What follows belongs to an exercise in optimizing a design on an open flow for small area, a short achievable clock period and few clock cycles per item; a production flow would make more cautious choices.
Function was checked by simulation only, so behaviour that the tests miss may differ from the original.

==> flow/design.v <==
`timescale 1ns / 1ps
module valid_ready_FF #(
    parameter DATA_WIDTH = 128
)
(
    input clk,
    input reset,
    input                   i_valid,
    output                  i_ready,
    input  [DATA_WIDTH-1:0] i_data,
    output reg                  o_valid,
    input                       o_ready,
    output reg [DATA_WIDTH-1:0] o_data
);
    assign i_ready = o_ready | ~o_valid;
    always @(posedge clk) begin
        if(reset) begin
            o_valid <= 1'b0;
            o_data  <= 'd0;
        end
        else if(i_ready) begin
            o_valid <= i_valid;
            o_data  <= i_data;
        end
    end
endmodule
`timescale 1ns / 1ps
`timescale 1ns / 1ps
module dct_4x4_core (
    input          clk,
    input          reset,
    input          i_valid,
    output         i_ready,
    input  [255:0] i_data,
    output         o_valid,
    input          o_ready,
    output [255:0] o_data
);
    reg  [3:1] v;
    wire en = o_ready | ~v[3];
    assign i_ready = en;
    assign o_valid = v[3];
    always @(posedge clk) begin
        if (reset)
            v <= 3'd0;
        else if (en)
            v <= {v[2:1], i_valid};
    end
    wire signed [8:0] x00 = {1'b0, i_data[240 +: 8]};
    wire signed [8:0] x01 = {1'b0, i_data[224 +: 8]};
    wire signed [8:0] x02 = {1'b0, i_data[208 +: 8]};
    wire signed [8:0] x03 = {1'b0, i_data[192 +: 8]};
    wire signed [8:0] x10 = {1'b0, i_data[176 +: 8]};
    wire signed [8:0] x11 = {1'b0, i_data[160 +: 8]};
    wire signed [8:0] x12 = {1'b0, i_data[144 +: 8]};
    wire signed [8:0] x13 = {1'b0, i_data[128 +: 8]};
    wire signed [8:0] x20 = {1'b0, i_data[112 +: 8]};
    wire signed [8:0] x21 = {1'b0, i_data[96 +: 8]};
    wire signed [8:0] x22 = {1'b0, i_data[80 +: 8]};
    wire signed [8:0] x23 = {1'b0, i_data[64 +: 8]};
    wire signed [8:0] x30 = {1'b0, i_data[48 +: 8]};
    wire signed [8:0] x31 = {1'b0, i_data[32 +: 8]};
    wire signed [8:0] x32 = {1'b0, i_data[16 +: 8]};
    wire signed [8:0] x33 = {1'b0, i_data[0 +: 8]};
    wire signed [9:0] s03_0 = x00 + x30;
    wire signed [9:0] s12_0 = x10 + x20;
    wire signed [8:0] d03_0 = x00 - x30;
    wire signed [8:0] d12_0 = x10 - x20;
    wire signed [9:0] s03_1 = x01 + x31;
    wire signed [9:0] s12_1 = x11 + x21;
    wire signed [8:0] d03_1 = x01 - x31;
    wire signed [8:0] d12_1 = x11 - x21;
    wire signed [9:0] s03_2 = x02 + x32;
    wire signed [9:0] s12_2 = x12 + x22;
    wire signed [8:0] d03_2 = x02 - x32;
    wire signed [8:0] d12_2 = x12 - x22;
    wire signed [9:0] s03_3 = x03 + x33;
    wire signed [9:0] s12_3 = x13 + x23;
    wire signed [8:0] d03_3 = x03 - x33;
    wire signed [8:0] d12_3 = x13 - x23;
    reg [8:0] s03_0_q;
    always @(posedge clk) if (en) s03_0_q <= s03_0[8:0];
    wire signed [9:0] s03_0_r = {1'b0, s03_0_q};
    reg [8:0] s12_0_q;
    always @(posedge clk) if (en) s12_0_q <= s12_0[8:0];
    wire signed [9:0] s12_0_r = {1'b0, s12_0_q};
    reg signed [8:0] d03_0_q;
    always @(posedge clk) if (en) d03_0_q <= d03_0;
    wire signed [8:0] d03_0_r = d03_0_q;
    reg signed [8:0] d12_0_q;
    always @(posedge clk) if (en) d12_0_q <= d12_0;
    wire signed [8:0] d12_0_r = d12_0_q;
    reg [8:0] s03_1_q;
    always @(posedge clk) if (en) s03_1_q <= s03_1[8:0];
    wire signed [9:0] s03_1_r = {1'b0, s03_1_q};
    reg [8:0] s12_1_q;
    always @(posedge clk) if (en) s12_1_q <= s12_1[8:0];
    wire signed [9:0] s12_1_r = {1'b0, s12_1_q};
    reg signed [8:0] d03_1_q;
    always @(posedge clk) if (en) d03_1_q <= d03_1;
    wire signed [8:0] d03_1_r = d03_1_q;
    reg signed [8:0] d12_1_q;
    always @(posedge clk) if (en) d12_1_q <= d12_1;
    wire signed [8:0] d12_1_r = d12_1_q;
    reg [8:0] s03_2_q;
    always @(posedge clk) if (en) s03_2_q <= s03_2[8:0];
    wire signed [9:0] s03_2_r = {1'b0, s03_2_q};
    reg [8:0] s12_2_q;
    always @(posedge clk) if (en) s12_2_q <= s12_2[8:0];
    wire signed [9:0] s12_2_r = {1'b0, s12_2_q};
    reg signed [8:0] d03_2_q;
    always @(posedge clk) if (en) d03_2_q <= d03_2;
    wire signed [8:0] d03_2_r = d03_2_q;
    reg signed [8:0] d12_2_q;
    always @(posedge clk) if (en) d12_2_q <= d12_2;
    wire signed [8:0] d12_2_r = d12_2_q;
    reg [8:0] s03_3_q;
    always @(posedge clk) if (en) s03_3_q <= s03_3[8:0];
    wire signed [9:0] s03_3_r = {1'b0, s03_3_q};
    reg [8:0] s12_3_q;
    always @(posedge clk) if (en) s12_3_q <= s12_3[8:0];
    wire signed [9:0] s12_3_r = {1'b0, s12_3_q};
    reg signed [8:0] d03_3_q;
    always @(posedge clk) if (en) d03_3_q <= d03_3;
    wire signed [8:0] d03_3_r = d03_3_q;
    reg signed [8:0] d12_3_q;
    always @(posedge clk) if (en) d12_3_q <= d12_3;
    wire signed [8:0] d12_3_r = d12_3_q;
    wire signed [10:0] r00 = s03_0_r + s12_0_r;
    wire signed [9:0] r20 = s03_0_r - s12_0_r;
    wire signed [10:0] r10 = (d03_0_r <<< 1) + d12_0_r;
    wire signed [10:0] r30 = d03_0_r - (d12_0_r <<< 1);
    wire signed [10:0] r01 = s03_1_r + s12_1_r;
    wire signed [9:0] r21 = s03_1_r - s12_1_r;
    wire signed [10:0] r11 = (d03_1_r <<< 1) + d12_1_r;
    wire signed [10:0] r31 = d03_1_r - (d12_1_r <<< 1);
    wire signed [10:0] r02 = s03_2_r + s12_2_r;
    wire signed [9:0] r22 = s03_2_r - s12_2_r;
    wire signed [10:0] r12 = (d03_2_r <<< 1) + d12_2_r;
    wire signed [10:0] r32 = d03_2_r - (d12_2_r <<< 1);
    wire signed [10:0] r03 = s03_3_r + s12_3_r;
    wire signed [9:0] r23 = s03_3_r - s12_3_r;
    wire signed [10:0] r13 = (d03_3_r <<< 1) + d12_3_r;
    wire signed [10:0] r33 = d03_3_r - (d12_3_r <<< 1);
    wire signed [11:0] S03_0 = r00 + r03;
    wire signed [11:0] S12_0 = r01 + r02;
    wire signed [10:0] D03_0 = r00 - r03;
    wire signed [10:0] D12_0 = r01 - r02;
    wire signed [11:0] S03_1 = r10 + r13;
    wire signed [11:0] S12_1 = r11 + r12;
    wire signed [11:0] D03_1 = r10 - r13;
    wire signed [11:0] D12_1 = r11 - r12;
    wire signed [10:0] S03_2 = r20 + r23;
    wire signed [10:0] S12_2 = r21 + r22;
    wire signed [10:0] D03_2 = r20 - r23;
    wire signed [10:0] D12_2 = r21 - r22;
    wire signed [11:0] S03_3 = r30 + r33;
    wire signed [11:0] S12_3 = r31 + r32;
    wire signed [11:0] D03_3 = r30 - r33;
    wire signed [11:0] D12_3 = r31 - r32;
    reg [10:0] S03_0_q;
    always @(posedge clk) if (en) S03_0_q <= S03_0[10:0];
    wire signed [11:0] S03_0_r = {1'b0, S03_0_q};
    reg [10:0] S12_0_q;
    always @(posedge clk) if (en) S12_0_q <= S12_0[10:0];
    wire signed [11:0] S12_0_r = {1'b0, S12_0_q};
    reg signed [10:0] D03_0_q;
    always @(posedge clk) if (en) D03_0_q <= D03_0;
    wire signed [10:0] D03_0_r = D03_0_q;
    reg signed [10:0] D12_0_q;
    always @(posedge clk) if (en) D12_0_q <= D12_0;
    wire signed [10:0] D12_0_r = D12_0_q;
    reg signed [11:0] S03_1_q;
    always @(posedge clk) if (en) S03_1_q <= S03_1;
    wire signed [11:0] S03_1_r = S03_1_q;
    reg signed [11:0] S12_1_q;
    always @(posedge clk) if (en) S12_1_q <= S12_1;
    wire signed [11:0] S12_1_r = S12_1_q;
    reg signed [11:0] D03_1_q;
    always @(posedge clk) if (en) D03_1_q <= D03_1;
    wire signed [11:0] D03_1_r = D03_1_q;
    reg signed [11:0] D12_1_q;
    always @(posedge clk) if (en) D12_1_q <= D12_1;
    wire signed [11:0] D12_1_r = D12_1_q;
    reg signed [10:0] S03_2_q;
    always @(posedge clk) if (en) S03_2_q <= S03_2;
    wire signed [10:0] S03_2_r = S03_2_q;
    reg signed [10:0] S12_2_q;
    always @(posedge clk) if (en) S12_2_q <= S12_2;
    wire signed [10:0] S12_2_r = S12_2_q;
    reg signed [10:0] D03_2_q;
    always @(posedge clk) if (en) D03_2_q <= D03_2;
    wire signed [10:0] D03_2_r = D03_2_q;
    reg signed [10:0] D12_2_q;
    always @(posedge clk) if (en) D12_2_q <= D12_2;
    wire signed [10:0] D12_2_r = D12_2_q;
    reg signed [11:0] S03_3_q;
    always @(posedge clk) if (en) S03_3_q <= S03_3;
    wire signed [11:0] S03_3_r = S03_3_q;
    reg signed [11:0] S12_3_q;
    always @(posedge clk) if (en) S12_3_q <= S12_3;
    wire signed [11:0] S12_3_r = S12_3_q;
    reg signed [11:0] D03_3_q;
    always @(posedge clk) if (en) D03_3_q <= D03_3;
    wire signed [11:0] D03_3_r = D03_3_q;
    reg signed [11:0] D12_3_q;
    always @(posedge clk) if (en) D12_3_q <= D12_3;
    wire signed [11:0] D12_3_r = D12_3_q;
    wire signed [12:0] z00 = S03_0_r + S12_0_r;
    wire signed [11:0] z02 = S03_0_r - S12_0_r;
    wire signed [12:0] z01 = (D03_0_r <<< 1) + D12_0_r;
    wire signed [12:0] z03 = D03_0_r - (D12_0_r <<< 1);
    wire signed [12:0] z10 = S03_1_r + S12_1_r;
    wire signed [12:0] z12 = S03_1_r - S12_1_r;
    wire signed [13:0] z11 = (D03_1_r <<< 1) + D12_1_r;
    wire signed [13:0] z13 = D03_1_r - (D12_1_r <<< 1);
    wire signed [11:0] z20 = S03_2_r + S12_2_r;
    wire signed [11:0] z22 = S03_2_r - S12_2_r;
    wire signed [12:0] z21 = (D03_2_r <<< 1) + D12_2_r;
    wire signed [12:0] z23 = D03_2_r - (D12_2_r <<< 1);
    wire signed [12:0] z30 = S03_3_r + S12_3_r;
    wire signed [12:0] z32 = S03_3_r - S12_3_r;
    wire signed [13:0] z31 = (D03_3_r <<< 1) + D12_3_r;
    wire signed [13:0] z33 = D03_3_r - (D12_3_r <<< 1);
    wire signed [15:0] y00 = z00 <<< 2;
    wire signed [15:0] y01_t = (z01 <<< 2) + z01;
    wire signed [14:0] y01 = y01_t >>> 1;
    wire signed [14:0] y02 = z02 <<< 2;
    wire signed [15:0] y03_t = (z03 <<< 2) + z03;
    wire signed [14:0] y03 = y03_t >>> 1;
    wire signed [15:0] y10_t = (z10 <<< 2) + z10;
    wire signed [14:0] y10 = y10_t >>> 1;
    wire signed [15:0] y11_t = (z11 <<< 1) + z11;
    wire signed [14:0] y11 = y11_t >>> 1;
    wire signed [15:0] y12_t = (z12 <<< 2) + z12;
    wire signed [14:0] y12 = y12_t >>> 1;
    wire signed [15:0] y13_t = (z13 <<< 1) + z13;
    wire signed [14:0] y13 = y13_t >>> 1;
    wire signed [14:0] y20 = z20 <<< 2;
    wire signed [15:0] y21_t = (z21 <<< 2) + z21;
    wire signed [14:0] y21 = y21_t >>> 1;
    wire signed [14:0] y22 = z22 <<< 2;
    wire signed [15:0] y23_t = (z23 <<< 2) + z23;
    wire signed [14:0] y23 = y23_t >>> 1;
    wire signed [15:0] y30_t = (z30 <<< 2) + z30;
    wire signed [14:0] y30 = y30_t >>> 1;
    wire signed [15:0] y31_t = (z31 <<< 1) + z31;
    wire signed [14:0] y31 = y31_t >>> 1;
    wire signed [15:0] y32_t = (z32 <<< 2) + z32;
    wire signed [14:0] y32 = y32_t >>> 1;
    wire signed [15:0] y33_t = (z33 <<< 1) + z33;
    wire signed [14:0] y33 = y33_t >>> 1;
    reg [13:0] y00_q;
    always @(posedge clk) if (en) y00_q <= y00[13:0];
    wire signed [14:0] y00_r = {1'b0, y00_q};
    reg signed [13:0] y01_q;
    always @(posedge clk) if (en) y01_q <= y01;
    wire signed [13:0] y01_r = y01_q;
    reg signed [13:0] y02_q;
    always @(posedge clk) if (en) y02_q <= y02;
    wire signed [13:0] y02_r = y02_q;
    reg signed [13:0] y03_q;
    always @(posedge clk) if (en) y03_q <= y03;
    wire signed [13:0] y03_r = y03_q;
    reg signed [13:0] y10_q;
    always @(posedge clk) if (en) y10_q <= y10;
    wire signed [13:0] y10_r = y10_q;
    reg signed [13:0] y11_q;
    always @(posedge clk) if (en) y11_q <= y11;
    wire signed [13:0] y11_r = y11_q;
    reg signed [13:0] y12_q;
    always @(posedge clk) if (en) y12_q <= y12;
    wire signed [13:0] y12_r = y12_q;
    reg signed [13:0] y13_q;
    always @(posedge clk) if (en) y13_q <= y13;
    wire signed [13:0] y13_r = y13_q;
    reg signed [13:0] y20_q;
    always @(posedge clk) if (en) y20_q <= y20;
    wire signed [13:0] y20_r = y20_q;
    reg signed [13:0] y21_q;
    always @(posedge clk) if (en) y21_q <= y21;
    wire signed [13:0] y21_r = y21_q;
    reg signed [13:0] y22_q;
    always @(posedge clk) if (en) y22_q <= y22;
    wire signed [13:0] y22_r = y22_q;
    reg signed [13:0] y23_q;
    always @(posedge clk) if (en) y23_q <= y23;
    wire signed [13:0] y23_r = y23_q;
    reg signed [13:0] y30_q;
    always @(posedge clk) if (en) y30_q <= y30;
    wire signed [13:0] y30_r = y30_q;
    reg signed [13:0] y31_q;
    always @(posedge clk) if (en) y31_q <= y31;
    wire signed [13:0] y31_r = y31_q;
    reg signed [13:0] y32_q;
    always @(posedge clk) if (en) y32_q <= y32;
    wire signed [13:0] y32_r = y32_q;
    reg signed [13:0] y33_q;
    always @(posedge clk) if (en) y33_q <= y33;
    wire signed [13:0] y33_r = y33_q;
    assign o_data[240 +: 16] = y00_r;
    assign o_data[224 +: 16] = y01_r;
    assign o_data[208 +: 16] = y02_r;
    assign o_data[192 +: 16] = y03_r;
    assign o_data[176 +: 16] = y10_r;
    assign o_data[160 +: 16] = y11_r;
    assign o_data[144 +: 16] = y12_r;
    assign o_data[128 +: 16] = y13_r;
    assign o_data[112 +: 16] = y20_r;
    assign o_data[96 +: 16] = y21_r;
    assign o_data[80 +: 16] = y22_r;
    assign o_data[64 +: 16] = y23_r;
    assign o_data[48 +: 16] = y30_r;
    assign o_data[32 +: 16] = y31_r;
    assign o_data[16 +: 16] = y32_r;
    assign o_data[0 +: 16] = y33_r;
endmodule
==> flow/flow/run.sh <==
#!/bin/bash
# Layout flow: the standard ORFS flow (standard.sh), with two synthesis
# changes so that ABC maps the whole datapath for a delay target:
#  - Yosys's full/half-adder extraction is skipped (ADDER_MAP_FILE empty);
#  - ABC runs flow/abc_speed.script (delay-targeted map) in place of ORFS's
#    abc_speed.script, through a copy of ORFS's scripts folder that differs
#    only in that file.
# Synthesis is otherwise synth_recipe.tcl unchanged (same registers and names);
# floorplan to final layout is standard.sh unchanged.
set -euo pipefail
S="$PWD/scripts_abc"
rm -rf "$S"
cp -r "$FLOW_HOME/scripts" "$S"
cp flow/abc_speed.script "$S/abc_speed.script"
bash standard.sh SCRIPTS_DIR="$S" ADDER_MAP_FILE= synth > synth.log 2>&1
bash standard.sh > layout.log 2>&1
==> flow/flow/abc_speed.script <==
strash
dch
map -D 1750
topo
buffer -c
upsize -c -D 1750
dnsize -c -D 1750
==> flow/standard.sh <==
#!/bin/bash
# synth_recipe.tcl (not shown) runs the flow's synth.tcl, then flattens the netlist and writes it again
# the make line also repeats each setting of config.mk as NAME=value (left out here)
make -C /OpenROAD-flow-scripts/flow DESIGN_CONFIG=/design/flow/config.mk WORK_HOME=/design/flow/orfs CLKGATE_MAP_FILE= SYNTH_SCRIPT=/design/flow/synth_recipe.tcl "${@:-finish}"
==> flow/config.mk <==
export PLATFORM = sky130hd
export DESIGN_NAME = dct_4x4_core
export DESIGN_NICKNAME = dct_4x4_core
export VERILOG_FILES = /design/flow/design.v
export SDC_FILE = /design/flow/constraint.sdc
export NUM_CORES = 4
export LEC_CHECK = 0
export CAP_MARGIN = 20
export CORE_MARGIN = 2
export CORE_UTILIZATION = 55
export PLACE_DENSITY = 0.7
export SETUP_SLACK_MARGIN = 1.8
export SLEW_MARGIN = 20
==> flow/constraint.sdc <==
create_clock -name core_clock -period 5.0 [get_ports {clk}]
set_input_delay 1.0000 -clock core_clock [delete_from_list [all_inputs] [get_ports {clk}]]
set_output_delay 1.0000 -clock core_clock [all_outputs]
set_load 0.01 [all_outputs]
==> impl_metrics.tcl, run 1 <==
set metrics [dict create \
    outcome "timing/DRC/antenna clean" \
    final_nets 6839 \
    yosysWarningCount 1 \
    synth-edff-count 526 \
    cts_buffers 61 \
    hold_violations 0 \
    start_util_pct 55.6 \
    cap_viol_max_count 0 \
    cp_data_arrival_time_ns 2.16 \
    root_buffer "clkbuf_16" \
    cts.path.max_buffers 3 \
    yosysSeqAreaShare_pct 36.1 \
    syn-cell-area_mm2 0.0440 \
    synthArstFlopShare_pct 0 \
    totalWireLength_mm 118 \
    setup_violations 0 \
    ys_seq_elements 529 \
    hpwl_mm 96.0 \
    cts.sinks 529 \
    synthFlopType "edfxtp_1" \
    rrSetupSlack_ns 1.88 \
    rows 103 \
    start_kind "input port" \
    die_height_um 287 \
    clk-insertion-delay-late_ns 0.68 \
    worst_pin_slew_ns 0.774 \
    gp_congestion 0.973 \
    fin_skew_ns 0.0383 \
    layout-drive-gt1-share_pct 9.26 \
    syn_inst 6148 \
    placed_area_mm2 0.0489 \
    vias 40000 \
    grt_max_degree 133 \
    critPathBufInv 3 \
    numPortBuffers 379 \
    fin_crit_sh_pct 63.2 \
    via_per_inst 5.21 \
    hold_slack_ns 0.468 \
    fin_crit_ns 3.16 \
    avgRoutedWirePerCell_um 15.3 \
    design.portCount 518 \
    fillers 7066 \
    worst_path_max_delay_cell "clkdlybuf4s50_1" \
    htreeDepth 2 \
    crit_chain "clkdlybuf4s50_1, nor2_4, clkinvlp_4, clkdlybuf4s15_1" \
    rsz0062_at_grt "true" \
    required_ns 4.00 \
    antenna_left 0 \
    final_cell_area_mm2 0.0517 \
    area_growth_pct 17.5 \
    path_clk_slew_ns 0.06 \
    crit_type "input port to primary output" \
    crit_fanout 4 \
    antenna_found_initial 20 \
    crit_path_end_kind "primary output" \
    core_mm2 0.0791 \
    grt_usage_pct 27.9 \
    drc 0 \
    max_stage_delay_ns 0.44 \
    min_path_type "flop to flop" \
    overflow 0 \
    syn_area_per_cell_um2 7.15 \
    grt_first_pass_wirelength_mm 184 \
    die_w_um 287 \
    grt_pass1_vias 36100 \
    synth_cell_types 97 \
    slew-limit-headroom_pct 48.4 \
    drt_iter0_drc 2852 \
    dr.pass1.iters 8 \
    holdBufCountCts 0 \
    max_freq_ghz 0.317 \
    cp_top_family "buffers and inverters" \
    cts_tree "built" \
    drv_slew 0 \
    die_area_mm2 0.0822 \
]
==> synth_stat cells (18+ instances only) <==
| cell type | n | area (um^2) |
|---|---|---|
| nor2_1 | 1083 | 4070 |
| o21bai_1 | 38 | 285 |
| or2_2 | 49 | 307 |
| nor3_1 | 25 | 125 |
| inv_1 | 902 | 3390 |
| o21ai_1 | 76 | 380 |
| a21oi_1 | 269 | 1350 |
| and2_1 | 42 | 263 |
| nand3_1 | 156 | 781 |
| o21a_1 | 23 | 173 |
| a31oi_1 | 57 | 357 |
| nor2_2 | 40 | 250 |
| a21o_1 | 18 | 135 |
| or2_1 | 30 | 188 |
| nand2_1 | 1564 | 5870 |
| xnor2_1 | 137 | 1200 |
| o211ai_1 | 31 | 233 |
| edfxtp_1 | 526 | 15800 |
| o21ai_2 | 44 | 385 |
| a21oi_2 | 38 | 333 |
| buf_4 | 45 | 338 |
| inv_2 | 27 | 101 |
| nand2_2 | 47 | 294 |
| o21ai_0 | 204 | 1020 |
| xor2_1 | 402 | 3520 |
| nand4_1 | 23 | 144 |
==> final timing paths <==
| path | startpoint | end | cells past startpoint |
|---|---|---|---|
| worst min-delay path | v[1] | v[1] | 2 |
| worst max register to register | s03_2_q[0] | S12_1_q[10] | 17 |
| worst max-delay path | o_ready | i_ready | 4 |
| worst min register to register | v[1] | v[1] | 2 |
==> kinds of logic (layout without fill, tap and decap cells) <==
| group | count (synthesis) | after routing | share of synthesized area, % |
|---|---|---|---|
| xor+xnor | 549 | 549 | 11.1 |
| simple gates | 3126 | 3126 | 29.3 |
| flops | 529 | 529 | 36.1 |
| compound gates | 944 | 944 | 14.4 |
| buf+inv | 985 | 1458 | 8.82 |
| other cells | 1 | 13 | 0.00853 |
| fa+ha+maj | 14 | 14 | 0.324 |
==> cells in the final DEF (no fill, tap or decap), drive strengths merged, types with 26 or more instances in the layout <==
master	count
clkbuf	65
a21boi	26
nor3	28
xnor2	139
a21oi	311
edfxtp	526
clkdlybuf4s50	378
o211ai	40
or2	88
a31oi	77
clkinv	27
nor2	1138
nand2	1612
o21ai	326
nand3	169
buf	34
inv	936
xor2	410
o21bai	46
and2	45
==> sequential cells by signal, indices dropped and copies added, names as in the netlist, 12 cells and up <==
name	count
y01_q	14
y03_q	14
y10_q	14
y11_q	14
y12_q	14
y13_q	14
y21_q	14
y23_q	14
y30_q	14
y31_q	14
y32_q	14
y33_q	14
S03_1_q	12
S03_3_q	12
S12_1_q	12
S12_3_q	12
y02_q	12
y22_q	12
==> routing by layer <==
layer	up-vias	part of all wire, %	global-route usage, %
li1	20600	-	-
met3	155	7.1	4.01
met1	18200	46	40.3
met5	-	0.091	0
met2	1047	44	44.6
met4	20	2.1	6.05
==> stage by stage <==
| stage | utilization, % | worst slack [ns] | cells | setup TNS [ns] |
|---|---|---|---|---|
| floorplan | - | -4.47 | 6157 | -2362.68 |
| global placement | 61.7 | 1.37 | 7539 | 0 |
| detailed placement | 61.7 | 1.36 | 7539 | 0 |
| CTS | 64.3 | 1.76 | 7653 | 0 |
| global route | 65.3 | 1.70 | 7680 | 0 |
| finish | 65.3 | 1.84 | 7683 | 0 |
==> final cells by class <==
cell class,instances,area [um^2],area share [%]
clock buffers,65,1540,2.98
multi-input cells,4643,24900,48.1
repair buffers,413,4110,7.96
flip-flops and latches,529,15900,30.7
clock inverters,49,477,0.922
diodes,3,7.51,0.0145
well taps,1050,1310,2.54
inverters,931,3500,6.77
==> worst reg2reg max path, delay by kind of cell (launching register included) <==
kind            cells  cell delay, ns
simple gates        9            0.74
flops               1            0.47
compound gates      5            1.14
buf+inv             2            0.27
xor+xnor            1            0.21
==> what timing repair did <==
action,in CTS,in global routing
pin swaps,1,15
setup endpoints to repair,7,75
setup buffers,0,27
gates resized for setup,8,131
Testbench counts, summed over its fixed seeds: cycles 2,072, items 2,048.
==> run 2, diff against run 1 <==
==> flow/flow/abc_speed.script (replaced) <==
strash
dch
map -D 1600
topo
buffer -c
upsize -c -D 1600
dnsize -c -D 1600
--- a/flow/config.mk
+++ b/flow/config.mk
@@ -11,3 +11,3 @@
 export PLACE_DENSITY = 0.7
-export SETUP_SLACK_MARGIN = 1.8
+export SETUP_SLACK_MARGIN = 2.1
 export SLEW_MARGIN = 20
==> run 2 against run 1 <==
Net effect:
- final area increased by 14%
- global-route usage increased by 2.3 points
- worst hold slack improved by 0.0056 ns
- clock skew decreased by 0.0032 ns
- via count increased by 16%
- worst setup slack improved by 0.17 ns
- critical path depth increased by 14
- utilization increased by 5.3 points
- sequential share of layout area decreased by 3.9 points
- flip-flop and latch count unchanged
- critical endpoint is now y03_q[10]
==> impl_metrics.tcl, run 2 <==
set metrics [dict create \
    syn_inst 6760 \
    drt_iter0_drc 3289 \
    via_per_inst 5.42 \
    cts_tree "built" \
    layout-drive-gt1-share_pct 19.1 \
    syn_area_per_cell_um2 6.88 \
    cp_data_arrival_time_ns 3.35 \
    yosysSeqAreaShare_pct 34.1 \
    min_path_cells 2 \
    final_common_cell "nand2_1" \
    drv_slew 0 \
    fin_skew_ns 0.0351 \
    grt_pass1_vias 41000 \
    synthFlopType "edfxtp_1" \
    min_path_type "flop to flop" \
    avgRoutedWirePerCell_um 16.7 \
    grt_first_pass_wirelength_mm 209 \
    rrSetupSlack_ns 2.01 \
    htreeDepth 2 \
    start_util_pct 55.6 \
    slew-limit-headroom_pct 33.7 \
    final_cell_mix "nand2_1 (1708), inv_1 (878), nor2_1 (860)" \
    grt_use_met2_pct 51.4 \
    fillers 6874 \
    worst_path_max_delay_cell "edfxtp_1" \
    use_met3_pct 3.70 \
    dr.pass1.iters 5 \
    antenna_left 0 \
    cp_top_family "simple AND/OR/NAND/NOR gates" \
    synth_largest_area_cell "edfxtp_1" \
    grt_usage_pct 30.2 \
    die_height_um 295 \
    design.portCount 518 \
    clk-insertion-delay-late_ns 0.68 \
    timing.rr.start "D12_0_q[1]" \
    seqCellArea_mm2 0.0159 \
    path_common_cell "nand2_2" \
    final_util_pct 70.6 \
    numPortBuffers 379 \
    drc 0 \
    synthTopCellsByArea "edfxtp_1 (34%), nand2_1 (16%), nor2_1 (8.4%)" \
    hold_violations 0 \
    outcome "timing/DRC/antenna clean" \
    syn-cell-area_mm2 0.0465 \
    min-delay-start "v[1]" \
    placed_area_mm2 0.0515 \
    die_w_um 295 \
    synthArstFlopShare_pct 0 \
    die_area_mm2 0.0869 \
    use_met1_pct 39.3 \
    yosysWarningCount 1 \
    totalWireLength_mm 143 \
    final_nets 7629 \
    synthDominantCellAreaShare_pct 34.0 \
    top_usage_layer "met2" \
    synth_cell_types 89 \
    critPathBufInv 2 \
    cts_buffers 61 \
    rows 106 \
    fin_crit_ns 2.99 \
    ys_seq_elements 529 \
    root_buffer "clkbuf_16" \
    cts.sinks 529 \
    max_stage_delay_ns 0.40 \
    crit_path_end_kind "flop" \
    r2r_end "y03_q[10]" \
    grt_max_degree 140 \
    overflow 0 \
    multi_input_area_mm2 0.0307 \
    hpwl_mm 110 \
    synth-edff-count 526 \
    vias 46400 \
    antenna_found_initial 8 \
    cts.path.max_buffers 3 \
    gp_congestion 0.950 \
    start_kind "flop" \
    tns_ns 0 \
    core_mm2 0.0837 \
    cap_viol_max_count 0 \
    holdBufCountCts 0 \
    fin_crit_sh_pct 59.7 \
    crit_type "flop to flop" \
    max_freq_ghz 0.335 \
    final_cell_area_mm2 0.0591 \
    rsz0062_at_grt "true" \
    area_growth_pct 27.1 \
    path_clk_slew_ns 0.07 \
    required_ns 5.36 \
    crit_chain "buf_4, nand2_1, nand2_2, nor2_4, nand2_2, nand2_2, a21oi_2, buf_4, o21bai_4, a31oi_4, nand2_1, nand2_4, nand2_2, nand2_4, nor2_4, nand4_1, nand4_1, nand2_1" \
    crit_fanout 4 \
    reg2reg_depth 18 \
    synth_most_common_cell "nand2_1" \
    worst_pin_slew_ns 0.991 \
    synth_top_cells_by_count "nand2_1 (1934), nor2_1 (1040), inv_1 (907)" \
    setup_violations 0 \
    hold_end "v[1]" \
]
-- run 2: area by class of cell --
cell class              instances  share of cell area, %
diodes                          6                 0.0254
well taps                    1134                   2.40
clock buffers                  66                   2.65
flip-flops and latches        529                   26.8
repair buffers                591                   9.19
multi-input cells            5240                   52.0
inverters                     946                   6.04
clock inverters                49                  0.891
-- run 2: worst register-to-register path, delay by kind of cell (launching register included) --
kind	cells	cell delay [ns]
flops	1	0.40
buf+inv	2	0.31
compound gates	3	0.46
simple gates	13	1.50
-- run 2: logic make-up after synthesis --
logic type	Yosys count	share of synthesized area [%]
flops	529	34.1
buf+inv	1000	8.46
other cells	1	0.00806
simple gates	3617	32.3
fa+ha+maj	20	0.430
xor+xnor	493	9.38
compound gates	1100	15.3
-- run 2: worst max-delay path by stage --
stage | cells after the start | start | slack (ns) | to
3_5_place_dp | 12 | i_data[209] | 1.30 | s03_2_q[8]
6_report | 18 | D12_0_q[1] | 2.01 | y03_q[10]
4_1_cts | 13 | s12_2_q[0] | 2.05 | S12_2_q[10]
2_1_floorplan | 2 | o_ready | -4.47 | D03_0_q[10]
5_1_grt | 16 | D03_0_q[3] | 1.94 | y03_q[10]
3_3_place_gp | 12 | i_data[209] | 1.35 | s03_2_q[8]
-- run 2: stage by stage --
step / setup slack [ns] / hold slack (ns) / instances
after global routing: 1.94 / 0.513 / 8555
after CTS: 2.05 / 0.473 / 8378
final: 2.01 / 0.473 / 8561
after detailed placement: 1.30 / 0.464 / 8236
after global placement: 1.35 / 0.448 / 8236
after floorplan: -4.47 / 0.426 / 6769
-- run 2: what timing repair did --
action                                  in CTS  in global routing
pin swaps                                   12                247
endpoints found under the setup margin      85                191
resized for setup                           98                969
buffers inserted                            27                177
-- run 2: metal layers --
metal | vias up | part of all wire (%) | routed length (um)
li1 | 23200 | - | -
met4 | 6 | 4.3 | 6100
met3 | 286 | 6.1 | 8690
met1 | 21400 | 42 | 60000
met2 | 1466 | 48 | 68300
met5 | - | 0.027 | 38
==> run 3, diff against run 2 <==
==> flow/flow/abc_speed.script (replaced) <==
strash
dch
map -D 2000
topo
buffer -c
upsize -c -D 2000
dnsize -c -D 2000
strash
dch
map -D 2000
topo
buffer -c
upsize -c -D 2000
dnsize -c -D 2000
==> run 3 against run 2 <==
Net effect:
- utilization grew 14 points
- wire length grew 4.3%
- cell count shrank 9.5%
- still clean on timing, DRC and antenna
- clock-buffer cell count grew 4
- via count shrank 6.5%
- worst hold slack gained 0.00070 ns
- clock skew shrank 0.010 ns
- final area grew 5.4%
- worst setup slack lost 0.50 ns
- global-route usage grew 0.32 points
- flip-flop and latch count is the same
==> impl_metrics.tcl, run 3 <==
set metrics [dict create \
    antenna_found_initial 21 \
    rows 100 \
    final_cell_area_mm2 0.0623 \
    final_common_cell "nor2_1" \
    cp_data_arrival_time_ns 3.86 \
    dr.pass1.iters 6 \
    grt_first_pass_wirelength_mm 186 \
    synth_most_common_cell "nand2_1" \
    cts.sinks 529 \
    start_kind "flop" \
    fillers 4046 \
    max_freq_ghz 0.287 \
    drv_slew 0 \
    htreeDepth 2 \
    totalWireLength_mm 149 \
    avgRoutedWirePerCell_um 19.3 \
    final_cell_mix "nor2_1 (856), nand2_1 (757), inv_1 (739)" \
    synthDominantCellAreaShare_pct 38.6 \
    crit_fanout 4 \
    synth_largest_area_cell "edfxtp_1" \
    drc 0 \
    cts.path.max_buffers 3 \
    core_mm2 0.0741 \
    gp_congestion 0.944 \
    synth-edff-count 526 \
    syn_inst 5524 \
    clk-insertion-delay-late_ns 0.65 \
    fin_skew_ns 0.0249 \
    worst_pin_slew_ns 1.12 \
    antenna_left 0 \
    grt_max_degree 179 \
    ys_seq_elements 529 \
    hpwl_mm 86.3 \
    final_nets 6975 \
    setup_violations 0 \
    yosysWarningCount 1 \
    numPortBuffers 379 \
    root_buffer "clkbuf_16" \
    die_height_um 277 \
    synthTopCellsByArea "edfxtp_1 (39%), nand2_1 (11%), nor2_1 (10%)" \
    die_w_um 277 \
    area_growth_pct 52.3 \
    vias 43400 \
    overflow 0 \
    cts_buffers 58 \
    fin_crit_sh_pct 69.8 \
    grt_pass1_vias 36700 \
    placed_area_mm2 0.0457 \
    synthFlopType "edfxtp_1" \
    crit_path_end_kind "flop" \
    rrSetupSlack_ns 1.51 \
    cts_tree "built" \
    slew-limit-headroom_pct 25.3 \
    outcome "timing/DRC/antenna clean" \
    path_clk_slew_ns 0.06 \
    rsz0062_at_grt "true" \
    required_ns 5.37 \
    synth_top_cells_by_count "nand2_1 (1202), nor2_1 (1126), inv_1 (851)" \
    crit_type "flop to flop" \
    syn-cell-area_mm2 0.0409 \
    die_area_mm2 0.0766 \
    yosysSeqAreaShare_pct 38.7 \
    hold_violations 0 \
    cap_viol_max_count 0 \
    synthArstFlopShare_pct 0 \
    drt_iter0_drc 3795 \
    synth_cell_types 88 \
    fin_crit_ns 3.49 \
    tns_ns 0 \
    grt_usage_pct 30.5 \
    syn_area_per_cell_um2 7.41 \
    via_per_inst 5.60 \
    design.portCount 518 \
    layout-drive-gt1-share_pct 38.9 \
    start_util_pct 55.3 \
    min_path_type "flop to flop" \
]
-- run 3: cell type report --
cell class | instances | area, um^2 | area share, %
clock inverter | 40 | 444 | 0.713
tap | 969 | 1210 | 1.94
antenna | 12 | 30.0 | 0.0482
multi-input combinational | 4080 | 29500 | 47.3
clock buffer | 70 | 1560 | 2.50
timing repair buffer | 1167 | 10400 | 16.7
sequential | 529 | 15900 | 25.4
inverter | 879 | 3360 | 5.40
-- run 3: repair_timing --
item                                    CTS  global route
endpoints found under the setup margin  188           208
pin swaps                               435           689
buffers inserted                        419           365
gates resized for setup                 952          1225
hold buffers                              0             0
-- run 3: kinds of logic (layout without fill, tap and decap cells) --
logic type      after synthesis  in the layout  synth area share, %
buf+inv                     924           2156                 8.89
simple gates               2745           2745                 27.4
flops                       529            529                 38.7
mux                           1              1               0.0275
other cells                   1             22              0.00916
xor+xnor                    560            560                 12.2
fa+ha+maj                    16             16                0.400
compound gates              748            748                 12.3
-- run 3: path summary, 6_finish.rpt --
path	startpoint	to	cells after the start
worst min-delay path	v[2]	v[2]	2
worst max register to register	s03_3_q[0]	D03_2_q[10]	19
worst max-delay path	s03_3_q[0]	D03_2_q[10]	19
worst min register to register	v[2]	v[2]	2
-- run 3: worst max-delay path: stages, from the launching register on --
cell and delay (ns):
edfxtp_1 0.54, buf_6 0.21, o21ai_4 0.21, a21oi_1 0.15
nor2_2 0.26, nor2_2 0.08, inv_1 0.10, nand2_2 0.08
nor2_2 0.14, nor2_2 0.08, o21bai_2 0.23, a21oi_2 0.12
nor2_4 0.15, nor2_2 0.08, a21oi_4 0.18, nand2_2 0.12
a21oi_4 0.19, nor2_1 0.07, nand2_1 0.11, nand2_2 0.13
-- run 3: through the flow --
| step | worst slack, ns | hold WS, ns | cells | util [%] |
|---|---|---|---|---|
| after floorplan | -4.47 | 0.426 | 5533 | - |
| after global placement | 0.985 | 0.444 | 6840 | 61.7 |
| after detailed placement | 1.00 | 0.464 | 6840 | 61.7 |
| after CTS | 1.84 | 0.474 | 7369 | 73.7 |
| after global routing | 1.42 | 0.514 | 7741 | 84.1 |
| final | 1.51 | 0.474 | 7746 | 84.2 |
-- run 3: layer usage --
metal | up-vias | track usage [%] | part of all wire (%)
met2 | 2212 | 53.9 | 49
met4 | 14 | 9.50 | 6.0
met3 | 652 | 4.00 | 8.1
met1 | 20600 | 38.9 | 37
li1 | 20000 | - | -
met5 | - | 0 | 0.062
==> run 4, diff against run 3 <==
==> flow/flow/abc_speed.script (replaced) <==
strash
dch
map -D 2000
topo
buffer -c
upsize -c -D 2000
dnsize -c -D 2000
--- a/flow/config.mk
+++ b/flow/config.mk
@@ -11,3 +11,3 @@
 export PLACE_DENSITY = 0.7
-export SETUP_SLACK_MARGIN = 2.1
+export SETUP_SLACK_MARGIN = 1.9
 export SLEW_MARGIN = 20
==> run 4 against run 3 <==
Net effect:
- worst hold slack got worse by 0.014 ns
- flip-flop and latch count did not move
- non-clock buffer count fell by 520
- critical path type unchanged
- critical endpoint is now y21_q[12]
- still clean
==> impl_metrics.tcl, run 4 <==
set metrics [dict create \
    rsz0062_at_grt "true" \
    timing.rr.start "D12_2_q[2]" \
    synthDominantCellAreaShare_pct 37.1 \
    crit_fanout 4 \
    fin_crit_sh_pct 62.7 \
    gp_congestion 0.947 \
    cp_data_arrival_time_ns 3.52 \
    syn_inst 6016 \
    synthTopCellsByArea "edfxtp_1 (37%), nor2_1 (11%), nand2_1 (11%)" \
    placed_area_mm2 0.0474 \
    ys_seq_elements 529 \
    slew-limit-headroom_pct 26.1 \
    grt_pass1_vias 34200 \
    final_nets 6933 \
    design.portCount 518 \
    totalWireLength_mm 120 \
    synth_cell_types 90 \
    place_inst 7390 \
    critPathLaunch "D12_2_q[2]" \
    yosysSeqAreaShare_pct 37.2 \
    cts.sinks 529 \
    numPortBuffers 379 \
    drt_iter0_drc 2655 \
    syn-cell-area_mm2 0.0426 \
    drc 0 \
    max_freq_ghz 0.319 \
    antenna_left 0 \
    use_met3_pct 3.54 \
    hold_violations 0 \
    hpwl_mm 90.6 \
    clk-insertion-delay-late_ns 0.65 \
    worst_pin_slew_ns 1.11 \
    cts_buffers 60 \
    stdcell_count 7768 \
    cts_tree "built" \
    synth_top_cells_by_count "nor2_1 (1292), nand2_1 (1279), inv_1 (1008)" \
    synthFlopType "edfxtp_1" \
    grt_first_pass_wirelength_mm 173 \
    layout-drive-gt1-share_pct 20.4 \
    final_common_cell "nand2_1" \
    fin_crit_ns 3.14 \
    area_growth_pct 29.9 \
    outcome "timing/DRC/antenna clean" \
    start_util_pct 55.2 \
    path_clk_slew_ns 0.06 \
    overflow 0 \
    crit_type "flop to flop" \
    synth_largest_area_cell "edfxtp_1" \
    synth_most_common_cell "nor2_1" \
    vias 39800 \
    fin_skew_ns 0.0269 \
    r2r_end "y21_q[12]" \
    avgRoutedWirePerCell_um 15.5 \
    synthArstFlopShare_pct 0 \
    crit_end "y21_q[12]" \
    crit_path_end_kind "flop" \
    holdBufCountCts 0 \
    die_height_um 282 \
    die_area_mm2 0.0796 \
    cts.path.max_buffers 3 \
    final_cell_area_mm2 0.0553 \
    syn_area_per_cell_um2 7.08 \
    rows 102 \
    cap_viol_max_count 0 \
    dr.pass1.iters 6 \
    top_usage_layer "met2" \
    grt_use_met2_pct 48.0 \
    die_w_um 282 \
    grt_max_degree 173 \
    start_kind "flop" \
    grt_usage_pct 27.3 \
    htreeDepth 2 \
    yosysWarningCount 1 \
    root_buffer "clkbuf_16" \
    synth-edff-count 526 \
    via_per_inst 5.12 \
    use_met1_pct 35.6 \
    drv_slew 0 \
    core_mm2 0.0771 \
    rrSetupSlack_ns 1.86 \
    min_path_type "flop to flop" \
    final_cell_mix "nand2_1 (1104), nor2_1 (1097), inv_1 (950)" \
    reg2reg_depth 17 \
    required_ns 5.39 \
    antenna_found_initial 10 \
    setup_violations 0 \
]
## run 4: how the worst min path moves through the flow
stage               slack [ns]    to  cells after the start  from
global route              0.49  v[3]                      2  v[2]
floorplan                 0.43  v[3]                      2  v[2]
CTS                       0.46  v[3]                      2  v[2]
finish                    0.46  v[3]                      2  v[2]
detailed placement        0.45  v[3]                      2  v[2]
global placement          0.45  v[2]                      2  v[2]
## run 4: final cells by class
cell class / instances / area [um^2]
tap: 1040 / 1300
multi-input combinational: 4409 / 26400
fill: 6296 / 21800
sequential: 529 / 15900
timing repair buffer: 647 / 5880
inverter: 1026 / 3860
antenna: 5 / 12.5
clock inverter: 46 / 498
clock buffer: 66 / 1520
## run 4: critical path: stages, from the launching register on
cell and delay [ns]:
edfxtp_1 0.46, inv_2 0.15, nor2_4 0.07, nor2_4 0.14, a21oi_4 0.09, o21ai_4 0.20, or2_1 0.17, and2_4 0.17
nand2_1 0.09, nand2_2 0.09, o21ai_1 0.07, nor2_1 0.18, nor2_1 0.07, nand2_1 0.08, nor2_1 0.07, a2111oi_4 0.36
o21ai_1 0.13, maj3_2 0.29
## run 4: per-stage QoR
stage	TNS [ns]	setup WS [ns]	hold WS, ns	util [%]
6_report	0	1.86	0.459	71.7
5_1_grt	0	1.71	0.489	71.7
4_1_cts	0	1.79	0.463	65.2
3_5_place_dp	0	1.09	0.448	61.4
3_3_place_gp	0	1.16	0.454	61.4
2_1_floorplan	-2362.68	-4.47	0.426	-
## run 4: timing repair
action / in CTS / in global routing
pin swaps: 25 / 324
resized for setup: 132 / 933
endpoints found under the setup margin: 83 / 160
setup buffers: 55 / 206
## run 4: routing by layer
layer / vias to the layer above / routed length (um)
li1: 20400 / -
met1: 18300 / 51000
met2: 885 / 60200
met3: 169 / 5770
met4: 10 / 3090
met5: - / 73
## run 4: cells by family (layout without fill, tap and decap cells)
family,count (synthesis),count (layout),share of synthesized area (%)
simple gates,3025,3025,29.0
buf+inv,1087,1785,10.0
fa+ha+maj,14,14,0.341
xor+xnor,522,522,10.8
other cells,1,15,0.00881
compound gates,838,838,12.5
flops,529,529,37.2
==> run 5, diff against run 4 <==
==> flow/flow/abc_speed.script (replaced) <==
strash
dch
map -D 1650
topo
buffer -c
upsize -c -D 1650
dnsize -c -D 1650
--- a/flow/config.mk
+++ b/flow/config.mk
@@ -11,3 +11,3 @@
 export PLACE_DENSITY = 0.7
-export SETUP_SLACK_MARGIN = 1.9
+export SETUP_SLACK_MARGIN = 2.0
 export SLEW_MARGIN = 20
==> run 5 against run 4 <==
Net effect:
- still clean on timing, DRC and antenna
- wire length rose by 9.6%
- global-route usage rose by 2.2 points
- fmax rose by 4.1%
- critical endpoint is now S12_2_q[8]
- flip-flop and latch count did not move
==> impl_metrics.tcl, run 5 <==
set metrics [dict create \
    synth_cell_types 86 \
    die_area_mm2 0.0842 \
    grt_max_degree 183 \
    clk-insertion-delay-late_ns 0.65 \
    dpl_worst_slack_ns 1.13 \
    syn-cell-area_mm2 0.0450 \
    final_cell_area_mm2 0.0556 \
    cp_data_arrival_time_ns 3.43 \
    max_freq_ghz 0.332 \
    drv_slew 0 \
    layout_setup_ws_ns 1.99 \
    synthFlopType "edfxtp_1" \
    hold_slack_ns 0.461 \
    via_per_inst 5.37 \
    rsz0062_at_grt "true" \
    cts_tree "built" \
    avgRoutedWirePerCell_um 16.1 \
    start_util_pct 55.7 \
    yosysWarningCount 1 \
    synthTopCellsByArea "edfxtp_1 (35%), nand2_1 (16%), nor2_1 (8.9%)" \
    core_mm2 0.0808 \
    outcome "timing/DRC/antenna clean" \
    grt_first_pass_wirelength_mm 202 \
    required_ns 5.41 \
    crit_path_end_kind "flop" \
    placed_area_mm2 0.0499 \
    vias 44100 \
    synthDominantCellAreaShare_pct 35.1 \
    tns_ns 0 \
    crit_fanout 4 \
    min_path_type "flop to flop" \
    antenna_left 0 \
    htreeDepth 2 \
    cts.path.max_buffers 3 \
    synth_top_cells_by_count "nand2_1 (1897), nor2_1 (1068), inv_1 (914)" \
    fillers 6991 \
    crit_chain "inv_1, nand2_1, a21boi_2, or2_1, nand2_1, nand3_1, nand2_1, nand2_1, o21ai_0, nand3_1, nand2_1, nand2_1, o21bai_2, nand3_1, o211ai_1, xor2_2" \
    numPortBuffers 379 \
    die_w_um 290 \
    area_growth_pct 23.6 \
    grt_pass1_vias 39400 \
    cap_viol_max_count 0 \
    ys_seq_elements 529 \
    synth-edff-count 526 \
    fin_crit_sh_pct 60.3 \
    dr.pass1.iters 5 \
    cts.sinks 529 \
    final_cell_mix "nand2_1 (1770), nor2_1 (920), inv_1 (887)" \
    antenna_found_initial 16 \
    cts_buffers 60 \
    root_buffer "clkbuf_16" \
    drt_iter0_drc 3067 \
    overflow 0 \
    totalWireLength_mm 132 \
    hold_violations 0 \
    slew-limit-headroom_pct 30.8 \
    worst_path_max_delay_cell "edfxtp_1" \
    path_clk_slew_ns 0.06 \
    stdcell_count 8205 \
    rows 104 \
    layout-drive-gt1-share_pct 14.4 \
    crit_type "flop to flop" \
    hpwl_mm 103 \
    final_util_pct 68.8 \
    yosysSeqAreaShare_pct 35.2 \
    final_common_cell "nand2_1" \
    worst_pin_slew_ns 1.04 \
    final_nets 7348 \
    synth_largest_area_cell "edfxtp_1" \
    max_stage_delay_ns 0.46 \
    synth_most_common_cell "nand2_1" \
    syn_area_per_cell_um2 6.88 \
    gp_congestion 0.989 \
    setup_violations 0 \
    die_height_um 290 \
    drc 0 \
    seqCellArea_mm2 0.0159 \
    grt_usage_pct 29.5 \
    syn_inst 6548 \
    path_common_cell "nand2_1" \
    fin_crit_ns 3.01 \
    place_inst 7952 \
    design.portCount 518 \
    synthArstFlopShare_pct 0 \
    fin_skew_ns 0.0189 \
    multi_input_area_mm2 0.0280 \
    start_kind "flop" \
]
==> run 5: path summary, 6_finish.rpt <==
kind              slack (ns)        from          to  depth (start not counted)
setup / recovery        1.99  s12_2_q[1]  S12_2_q[8]                         16
hold / removal          0.46        v[2]        v[3]                          2
setup reg to reg        1.99  s12_2_q[1]  S12_2_q[8]                         16
hold reg to reg         0.46        v[2]        v[3]                          2
==> run 5: area by class of cell <==
cell class,count,area share (%)
Tap cell,1060,2.38
Multi-Input combinational cell,5049,50.4
Clock buffer,70,2.82
Inverter,927,6.30
Antenna cell,7,0.0315
Timing Repair Buffer,521,8.81
Sequential cell,529,28.5
Clock inverter,42,0.810
==> run 5: cell families after synthesis <==
logic type               Yosys count  synth area share (%)
AO/OA/AOI/OAI                   1003                  14.2
XOR/XNOR                         508                  9.93
adder cells (fa/ha/maj)           14                 0.314
buffers and inverters            979                  8.55
flip-flops                       529                  35.2
other                              1               0.00833
AND/OR/NAND/NOR                 3514                  31.8
==> run 5: timing repair <==
action | in CTS | in global routing
cloned | 0 | 0
hold buffers | 0 | 0
setup endpoints to repair | 62 | 182
gates resized for setup | 69 | 681
pin swaps | 6 | 140
setup buffers | 15 | 119
==> run 5: worst max-delay path, delay by kind of cell, from the launching register on <==
kind	cells	cell delay, ns
buffers and inverters	1	0.10
AOI/OAI and AO/OA	4	0.65
xor gates and xnor gates	1	0.37
and+or+nand+nor	10	1.19
DFF	1	0.46
==> run 5: routing by layer <==
layer	vias to the layer above	track usage (%)	part of all wire [%]
li1	22300	-	-
met1	20300	42.3	46
met2	1320	47.1	45
met3	181	4.73	7.0
met4	18	6.39	2.0
met5	-	0	0.091
==> run 6, diff against run 5 <==
==> flow/flow/abc_speed.script (replaced) <==
strash
dch
map -D 1900
topo
buffer -c
upsize -c -D 1900
dnsize -c -D 1900
--- a/flow/config.mk
+++ b/flow/config.mk
@@ -11,3 +11,3 @@
 export PLACE_DENSITY = 0.7
-export SETUP_SLACK_MARGIN = 2.0
+export SETUP_SLACK_MARGIN = 1.8
 export SLEW_MARGIN = 20
==> run 6 against run 5 <==
Net effect:
- via count is 12% lower
- highest routed layer unchanged
- largest cell class unchanged
- utilization is 1.8 points lower
- global-route usage is 2.0 points lower
- clock-buffer cell count is 3 lower
- non-clock buffer count is 53 lower
- critical path type unchanged
- critical endpoint is now D12_2_q[9]
- flip-flop and latch count stayed put
- still clean
- final area is 6.4% lower
==> impl_metrics.tcl, run 6 <==
set metrics [dict create \
    fin_skew_ns 0.0292 \
    use_met1_pct 36.5 \
    htreeDepth 2 \
    worst_path_max_delay_cell "edfxtp_1" \
    synthSimpleGateAreaFrac_pct 28.7 \
    synth_xor_area_share_pct 11.4 \
    path_clk_slew_ns 0.06 \
    numPortBuffers 379 \
    design.portCount 518 \
    core_mm2 0.0777 \
    die_w_um 285 \
    drt_iter0_drc 2554 \
    drv_slew 0 \
    layout_setup_ws_ns 1.76 \
    synthFlopType "edfxtp_1" \
    synth_top_family_by_area "simple AND/OR/NAND/NOR gates" \
    area_growth_pct 20.1 \
    final_cell_area_mm2 0.0521 \
    cp_data_arrival_time_ns 3.61 \
    synth_fa_ha_area_share_pct 0.366 \
    final_util_pct 67.0 \
    cts.path.max_buffers 3 \
    synthTopCellsByArea "edfxtp_1 (36%), nand2_1 (12%), nor2_1 (10%)" \
    totalWireLength_mm 116 \
    final_cell_mix "nand2_1 (1335), nor2_1 (1121), inv_1 (947)" \
    grt_pass1_vias 35200 \
    outcome "timing/DRC/antenna clean" \
    synth.mux.area_fraction_pct 0 \
    syn-cell-area_mm2 0.0434 \
    required_ns 5.37 \
    overflow 0 \
    start_util_pct 55.8 \
    die_area_mm2 0.0811 \
    use_met3_pct 3.99 \
    syn_inst 6051 \
    crit_path_end_kind "flop" \
    grt_use_met2_pct 46.9 \
    critPathBufInv 2 \
    die_height_um 285 \
    dr.pass1.iters 7 \
    worst_pin_slew_ns 0.764 \
    antenna_found_initial 18 \
    setup_violations 0 \
    layout-drive-gt1-share_pct 12.1 \
    root_buffer "clkbuf_16" \
    max_freq_ghz 0.308 \
    drc 0 \
    yosysWarningCount 1 \
    stdcell_count 7622 \
    cap_viol_max_count 0 \
    fin_crit_sh_pct 64.8 \
    synth-edff-count 526 \
    start_kind "flop" \
    yosysSeqAreaShare_pct 36.6 \
    placed_area_mm2 0.0482 \
    gp_congestion 0.938 \
    ys_seq_elements 529 \
    final_common_cell "nand2_1" \
    crit_chain "inv_4, nand2_1, nand2_2, nand2_1, nand2_2, nand2_2, a31oi_4, buf_4, or2_2, nand2_1, nor2_1, nor2_2, a21oi_2, nand2_1, nand2_1, a32oi_4, xor2_2" \
    slew-limit-headroom_pct 49.0 \
    max_stage_delay_ns 0.49 \
    avgRoutedWirePerCell_um 15.2 \
    top_usage_layer "met2" \
    synthArstFlopShare_pct 0 \
    cts_buffers 59 \
    synth_most_common_cell "nand2_1" \
    cts.sinks 529 \
    cts_tree "built" \
    path_common_cell "nand2_1" \
    grt_max_degree 119 \
    fin_crit_ns 3.24 \
    cp_top_family "simple AND/OR/NAND/NOR gates" \
    via_per_inst 5.07 \
    antenna_left 0 \
    hold_violations 0 \
    synth_cell_types 97 \
    grt_usage_pct 27.5 \
    dpl_worst_slack_ns 1.15 \
    hpwl_mm 93.0 \
    crit_type "flop to flop" \
    vias 38700 \
    grt_first_pass_wirelength_mm 179 \
    syn_area_per_cell_um2 7.17 \
    rows 102 \
    crit_fanout 8 \
    holdBufCountCts 0 \
    min_path_type "flop to flop" \
    place_inst 7430 \
    clk-insertion-delay-late_ns 0.65 \
    synth_top_cells_by_count "nand2_1 (1380), nor2_1 (1187), inv_1 (960)" \
    rsz0062_at_grt "true" \
    synth_largest_area_cell "edfxtp_1" \
    synthDominantCellAreaShare_pct 36.4 \
    synth_compound_area_share_pct 13.5 \
    final_nets 6793 \
    hold_slack_ns 0.464 \
]
run 6: cell count changes after synthesis, moves of 24 or more:
cell,change
a31oi_1,-24
o21ai_0,-70
inv_2,+25
o211ai_1,-25
inv_1,+46
or2_1,+24
nand4_1,-58
nand2_1,-517
nand3_1,-96
o21ai_1,+25
nor2_1,+119
a21oi_1,-29
xnor2_1,+33
run 6: cell type report:
class	count	area, um^2
Antenna cell	2	5.00
Clock inverter	41	430
Multi-Input combinational cell	4476	24700
Sequential cell	529	15900
Fill cell	6819	25600
Clock buffer	67	1510
Timing Repair Buffer	468	4530
Tap cell	1040	1300
Inverter	999	3760
run 6: logic make-up (layout without fill, tap and decap cells):
group,count (synthesis),in the layout
flops,529,529
other cells,1,12
fa+ha+maj,15,15
simple gates,3022,3022
compound gates,874,874
xor+xnor,555,555
buf+inv,1055,1575
run 6: routing by layer:
metal / wire (um) / vias to the layer above
li1: - / 20200
met4: 3580 / 24
met5: 173 / -
met1: 51300 / 17500
met2: 54500 / 824
met3: 6500 / 171
run 6: final timing paths:
check | startpoint | to | slack [ns] | cells after the start
max | s03_2_q[0] | D12_2_q[9] | 1.76 | 17
max reg2reg | s03_2_q[0] | D12_2_q[9] | 1.76 | 17
min reg2reg | v[2] | v[3] | 0.46 | 2
min | v[2] | v[3] | 0.46 | 2
run 6: worst register-to-register path, stage by stage, from the launching register on:
cell and delay [ns]:
edfxtp_1 0.49, inv_4 0.16, nand2_1 0.10, nand2_2 0.12, nand2_1 0.07, nand2_2 0.10
nand2_2 0.09, a31oi_4 0.23, buf_4 0.14, or2_2 0.09, nand2_1 0.08, nor2_1 0.24
nor2_2 0.11, a21oi_2 0.17, nand2_1 0.07, nand2_1 0.14, a32oi_4 0.14, xor2_2 0.45
run 6: what timing repair did:
item,4_1_cts,5_1_grt
endpoints found under the setup margin,25,120
pin swaps,3,84
setup buffers,10,72
gates resized for setup,28,301
run 6: through the flow:
stage,setup TNS [ns]
finish,0
global placement,0
CTS,0
global route,0
floorplan,-2362.68
detailed placement,0
==> run 7, diff against run 6 <==
==> flow/flow/abc_speed.script (replaced) <==
strash
dch
map -D 1750
topo
buffer -c
upsize -c -D 1750
dnsize -c -D 1750
strash
dch
map -D 1750
topo
buffer -c
upsize -c -D 1750
dnsize -c -D 1750
--- a/flow/config.mk
+++ b/flow/config.mk
@@ -11,3 +11,3 @@
 export PLACE_DENSITY = 0.7
-export SETUP_SLACK_MARGIN = 1.8
+export SETUP_SLACK_MARGIN = 1.9
 export SLEW_MARGIN = 20
==> run 7 against run 6 <==
Net effect:
- still clean on timing, DRC and antenna
- sequential share of layout area is 0.77 points lower
- wire length grew 5.8%
==> impl_metrics.tcl, run 7 <==
set metrics [dict create \
    outcome "timing/DRC/antenna clean" \
    syn_area_per_cell_um2 7.14 \
    gp_congestion 0.942 \
    holdBufCountCts 0 \
    synth-edff-count 526 \
    yosysSeqAreaShare_pct 37.1 \
    multi_input_area_mm2 0.0258 \
    fin_skew_ns 0.0290 \
    crit_path_end_kind "flop" \
    clk-insertion-delay-late_ns 0.65 \
    avgRoutedWirePerCell_um 16.1 \
    htreeDepth 2 \
    use_met1_pct 37.7 \
    cts_buffers 61 \
    max_stage_delay_ns 0.51 \
    fin_crit_sh_pct 61.4 \
    start_util_pct 55.3 \
    drt_iter0_drc 2653 \
    rsz0062_at_grt "true" \
    cts_tree "built" \
    tns_ns 0 \
    start_kind "flop" \
    hpwl_mm 95.3 \
    slew-limit-headroom_pct 29.7 \
    grt_max_degree 164 \
    final_common_cell "nand2_1" \
    design.portCount 518 \
    ys_seq_elements 529 \
    antenna_found_initial 25 \
    worst_path_max_delay_cell "edfxtp_1" \
    cts.path.max_buffers 3 \
    synth_largest_area_cell "edfxtp_1" \
    vias 40000 \
    fillers 6578 \
    required_ns 5.33 \
    max_freq_ghz 0.326 \
    min_path_type "flop to flop" \
    syn_inst 5978 \
    grt_pass1_vias 35500 \
    totalWireLength_mm 123 \
    drc 0 \
    layout-drive-gt1-share_pct 15.8 \
    syn-cell-area_mm2 0.0427 \
    crit_fanout 4 \
    final_cell_area_mm2 0.0534 \
    critPathBufInv 2 \
    synthFlopType "edfxtp_1" \
    placed_area_mm2 0.0475 \
    crit_chain "buf_4, nand2_2, nand2_2, nand2_2, a21oi_2, o21a_1, o21bai_2, nor2_2, nor2_2, a21oi_2, buf_4, a21o_1, nand2_1, nand3_4, and2_4, nand4_1, o2111ai_2, o21ai_2" \
    top_usage_layer "met2" \
    area_growth_pct 25.1 \
    synthArstFlopShare_pct 0 \
    die_height_um 283 \
    dr.pass1.iters 7 \
    drv_slew 0 \
    final_cell_mix "nand2_1 (1326), nor2_1 (975), inv_1 (848)" \
    crit_type "flop to flop" \
    grt_use_met2_pct 49.1 \
    final_nets 6798 \
    grt_first_pass_wirelength_mm 181 \
    die_area_mm2 0.0799 \
    synth_most_common_cell "nand2_1" \
    synthDominantCellAreaShare_pct 37.0 \
    via_per_inst 5.23 \
    overflow 0 \
    cts.sinks 529 \
    cap_viol_max_count 0 \
    grt_usage_pct 28.9 \
    cp_data_arrival_time_ns 3.40 \
    synth_cell_types 91 \
    path_clk_slew_ns 0.06 \
    path_common_cell "nand2_2" \
    synthTopCellsByArea "edfxtp_1 (37%), nand2_1 (13%), nor2_1 (9.2%)" \
    setup_violations 0 \
    yosysWarningCount 1 \
    die_w_um 283 \
    hold_violations 0 \
    root_buffer "clkbuf_16" \
    worst_pin_slew_ns 1.05 \
    seqCellArea_mm2 0.0159 \
    fin_crit_ns 3.07 \
    synth_top_cells_by_count "nand2_1 (1469), nor2_1 (1045), inv_1 (863)" \
    use_met3_pct 3.93 \
    rows 102 \
    antenna_left 0 \
    core_mm2 0.0772 \
    numPortBuffers 379 \
    cp_top_family "compound AO/OA/AOI/OAI gates" \
]
run 7: cell count changes after synthesis, moves of 23 or more:
| cell | before | now |
|---|---|---|
| inv_2 | 38 | 15 |
| a31oi_1 | 47 | 21 |
| nor2_1 | 1187 | 1045 |
| nand4_1 | 19 | 96 |
| xor2_1 | 395 | 310 |
| nand3_1 | 128 | 320 |
| inv_1 | 960 | 863 |
| o21ai_1 | 81 | 106 |
| a21oi_1 | 260 | 206 |
| nand2_1 | 1380 | 1469 |
| or2_1 | 42 | 13 |
run 7: kinds of logic (layout without fill, tap and decap cells):
kind of cell | Yosys count | in the layout | synth area share, %
buffers and inverters | 931 | 1534 | 8.64
XOR/XNOR | 467 | 467 | 9.63
AO/OA/AOI/OAI | 855 | 855 | 13.0
adder cells (fa/ha/maj) | 16 | 16 | 0.381
flip-flops | 529 | 529 | 37.1
AND/OR/NAND/NOR | 3179 | 3179 | 31.2
other | 1 | 28 | 0.00878
run 7: final cells by class:
type | instances | area share (%)
Multi-Input combinational cell | 4527 | 48.2
Sequential cell | 529 | 29.7
Timing Repair Buffer | 541 | 9.53
Inverter | 878 | 6.18
Clock buffer | 74 | 3.03
Tap cell | 1040 | 2.44
Clock inverter | 41 | 0.855
Antenna cell | 18 | 0.0843
run 7: worst paths after layout:
check,from,to,slack (ns),cells after the start
setup / recovery,s12_3_q[0],D03_3_q[11],1.93,18
hold / removal,v[1],v[1],0.47,2
hold reg to reg,v[1],v[1],0.47,2
setup reg to reg,s12_3_q[0],D03_3_q[11],1.93,18
run 7: metrics by stage:
stage          util, %  setup WS, ns  hold WS [ns]  cells
3_5_place_dp      61.6          1.16         0.461   7359
5_1_grt           69.2          1.77         0.495   7643
4_1_cts           64.7          1.88         0.470   7500
6_report          69.2          1.93         0.469   7648
2_1_floorplan        -         -4.47         0.426   5987
3_3_place_gp      61.6          1.21         0.449   7359
run 7: routing by layer:
metal	routed length, um	up-vias
li1	-	20600
met1	52500	18300
met2	58900	948
met3	7190	188
met4	4150	14
met5	88	-
run 7: worst reg2reg max path, delay by kind of cell, from the launching register on:
kind / cells / cell delay (ns)
buffers and inverters: 2 / 0.35
AOI/OAI and AO/OA: 7 / 1.04
DFF: 1 / 0.51
and+or+nand+nor: 9 / 0.89
run 7: timing repair:
item	CTS	global route
endpoints found under the setup margin	61	167
pin swaps	4	184
resized for setup	41	633
setup buffers	26	130

[static timing again, ports no longer ideal]
How much do the figures lean on ideal ports? The routed layouts below were timed once more, with nothing changed but the port constraints.
Step 1 (the two cells are an assumption about what drives the block):
set clk [get_ports {clk}]
set_driving_cell -lib_cell sky130_fd_sc_hd__clkbuf_16 $clk
set_driving_cell -lib_cell sky130_fd_sc_hd__buf_2 [delete_from_list [all_inputs] $clk]
Step 2 also shifts input and output timing later by t, the mid clock arrival at the registers, as if the neighbouring blocks saw the same clock.
a / b / c = ideal / step 1 / step 2; a / b = the first two.
run | shift t [ns] | setup WS [ns] | worst register clock-pin slew, ns
run 1 | 0.723 | 1.842 / 1.817 / 1.313 | 0.07 / 0.07
run 2 | 0.730 | 2.013 / 2.013 / 1.455 | 0.07 / 0.07
run 3 | 0.708 | 1.512 / 1.512 / 1.417 | 0.07 / 0.07
run 4 | 0.704 | 1.863 / 1.863 / 1.362 | 0.07 / 0.07
run 5 | 0.707 | 1.987 / 1.987 / 1.431 | 0.07 / 0.07
run 6 | 0.699 | 1.758 / 1.758 / 1.287 | 0.07 / 0.07
run 7 | 0.701 | 1.929 / 1.929 / 1.295 | 0.08 / 0.08
After both steps setup and hold are still met in every run listed. For run 7, which loses most, drivers alone change the setup slack by 0.000 ns; drivers and shift together by -0.634 ns.
